Background: an optimization exercise with open tools, aiming at small area. Do not read the settings as production practice.
The RTL was checked by simulation tests, not by an equivalence proof against the original design.
No driver is modelled on the clock port, so clock power and skew are understated where the tree is cut down; a real chip needs a root buffer or a tree.
No activity file was given, so power comes from the tool's default toggle rates.

// AppAlarmClockForFPGA
module AppAlarmClockForFPGA (
	clk,
	pushBtn,
	switches,
	led,
	buzzer,
	ps,
	seg0, seg1,
	seg2, seg3,
	seg4, seg5
);
Size in the first run: about 620 cells after synthesis, about 100 flip-flops, about 75 I/O pins, ~0.0047 mm² of cells after synthesis.
clock: 10.0 ns
lec_check: 0
cap_margin: 20
core_margin: 2
core_utilization: 60
slew_margin: 20
standard.sh (not shown) runs the stock make flow with config.mk's settings and CLKGATE_MAP_FILE= SYNTH_SCRIPT=/design/flow/synth_recipe.tcl, a recipe that flattens the netlist after the stock synthesis.
==> flow/flow/run.sh <==
#!/bin/bash
# Layout flow: the standard ORFS flow with these changes
#  - synthesis: ORFS's synthesis script run with each area-oriented ABC script in
#    flow/abc_*.script (and without the adder-cell extraction); the netlist with the
#    smallest cell area is kept. Registers are mapped before ABC, exactly as in the
#    standard synthesis, which runs first and whose netlist is compared register by register.
#  - port buffers are the smallest buffer (buf_1)
#  - global placement keeps none of its timing-driven buffering (GPL_KEEP_OVERFLOW=0)
#  - clock tree: the clock port drives 4 clkbuf_16 buffers, each at the centre of a group of
#    flip-flops (flow/clock_tree.tcl); if that would give a flip-flop clock pin more than
#    115 ps of slew, TritonCTS runs instead, with clkbuf_8 buffers and without dummy loads,
#    and a leaf buffer whose flip-flop clock pins would see more than 110 ps of slew becomes
#    a clkbuf_16 (flow/clock_fix.tcl)
# Each tool's output goes to a log file in the work folder.
set -euo pipefail
WORK=$(pwd)
RES=results/$FLOW_PLATFORM/AppAlarmClockForFPGA/base

# standard synthesis, kept for reference (register names and cells)
bash standard.sh SCRIPTS_DIR=$FLOW_HOME/scripts synth > std_synth.log 2>&1
mkdir -p std
cp orfs/$RES/1_2_yosys.v std/1_2_yosys.v
rm -rf orfs

# synthesis candidates, in parallel
for s in flow/abc_*.script; do
  n=$(basename $s .script)
  rm -rf scripts_$n orfs_$n
  cp -r "$FLOW_HOME/scripts" scripts_$n
  cp $s scripts_$n/abc_area.script
  bash standard.sh SCRIPTS_DIR=$WORK/scripts_$n WORK_HOME=$WORK/orfs_$n ABC_AREA=1 ADDER_MAP_FILE= synth > synth_$n.log 2>&1 &
done
wait
best=$(python3 flow/pick.py orfs_abc_* 2> pick.log)
echo "picked $best" >> pick.log
mv orfs_$best orfs

python3 flow/regs.py std/1_2_yosys.v orfs/$RES/1_2_yosys.v > regs_check.log 2>&1

export BUFFER_PORTS_ARGS="-buffer_cell sky130_fd_sc_hd__buf_1"
export GPL_KEEP_OVERFLOW=0
export POST_CTS_TCL=$WORK/flow/clock_fix.tcl
export PRE_CTS_TCL=$WORK/flow/clock_tree.tcl
export CLK_LEAVES=4
export CTS_ARGS="-sink_clustering_enable -repair_clock_nets -dont_use_dummy_load -buf_list sky130_fd_sc_hd__clkbuf_8 -root_buf sky130_fd_sc_hd__clkbuf_8"
bash standard.sh > layout.log 2>&1
Other scripts of this flow, unchanged in this note and not shown: flow/flow/abc_a.script, flow/flow/abc_b.script, flow/flow/abc_c.script, flow/flow/abc_d.script, flow/flow/clock_fix.tcl, flow/flow/clock_tree.tcl, flow/flow/pick.py, flow/flow/regs.py
The first run ran to the end with no violations.
Change:
--- a/flow/design.v
+++ b/flow/design.v
@@ -80,45 +80,35 @@
 endfunction
 function [6:0] seg_ht(input [1:0] b);
 	seg_ht = {~b[1], b[0] | b[1], b[0], b[0], b[1], 1'b0, b[0]};
 endfunction
 wire rst = ~pushBtn[1];
 wire sw9 = switches[9];
+reg [9:0] count;           
 reg [8:0] cnt;             
 reg [1:0] currentState;
 reg [5:0] btn_cnt;
 reg button_state;
 reg alarmflag, timerFlag, buzzerFlag;
 reg led_flash;
 reg switch_old;
 reg [4:0] hours, alarm_hours, timer_hours, stopwatch_hours;
 reg [6:0] minutes, alarm_minutes, timer_minutes, stopwatch_minutes;
 reg [6:0] seconds, timer_seconds, stopwatch_seconds;
-reg pre_phase;
-reg [8:0] pre_cnt;
-wire pre_end = &pre_cnt;
-wire tick = ~sw9 & pre_end & pre_phase;
-always @(posedge clk) begin
-	if (rst) begin
-		pre_phase <= 1'b0;
-		pre_cnt <= 9'd11;
-	end
-	else if (~sw9) begin
-		if (pre_end) begin
-			pre_phase <= ~pre_phase;
-			pre_cnt <= pre_phase ? 9'd11 : 9'd13;
-		end
-		else
-			pre_cnt <= pre_cnt + 1'b1;
-	end
+wire tick = ~sw9 & (&count[9:4]) & count[1];
+always @(posedge clk) begin
+	if (rst)
+		count <= 10'd11;
+	else if (~sw9)
+		count <= tick ? 10'd11 : count + 1'b1;
 end
 always @(posedge clk) begin
 	if (rst)
 		buzzer <= 1'b0;
 	else if (~sw9 & ~tick) begin
-		if (pre_phase) begin
+		if (count[9]) begin
 			if (buzzerFlag & (alarmflag | timerFlag))
 				buzzer <= 1'b1;
 		end
 		else
 			buzzer <= 1'b0;
 	end
Outcome:
- hold slack gets better by 6.8 ps
- die area is about the same
- total power came out lower by 0.33%
- worst setup slack gets worse by 39 ps
- global-route usage came out lower by 0.11 points
In every run of this note, the design's own scripts or RTL, not TritonCTS, make the clock network.

re-timing with driven ports:
How much do the figures lean on ideal ports? The routed layouts below were timed once more, with nothing changed but the port constraints.
Step 1, drivers: a clkbuf_16 drives clk and a buf_2 each remaining input, both assumed.
Step 2 moves the port delays by t, midway between the first and last clock arrival at a register: inputs arrive t later, outputs are due t later. That takes back most of the time a late clock gives input paths.
Slacks: ideal / step 1 / step 2; pairs: ideal / step 1.
| run | t (ns) | setup WS [ns] | worst setup path after step 2 | slew at the worst register clock pin (ns) | worst data-port slew with drivers (ns) |
|---|---|---|---|---|---|
| the first run | 0.238 | 4.528 / 4.449 / 4.492 | input to register | 0.11 / 0.11 | 0.03 |
| the second run | 0.238 | 4.489 / 4.409 / 4.647 | register to output | 0.11 / 0.11 | 0.03 |
After both steps setup and hold are still met in every run listed. The setup slack of the first run, which loses most, moves by -0.079 ns with the drivers and by -0.036 ns with both steps.
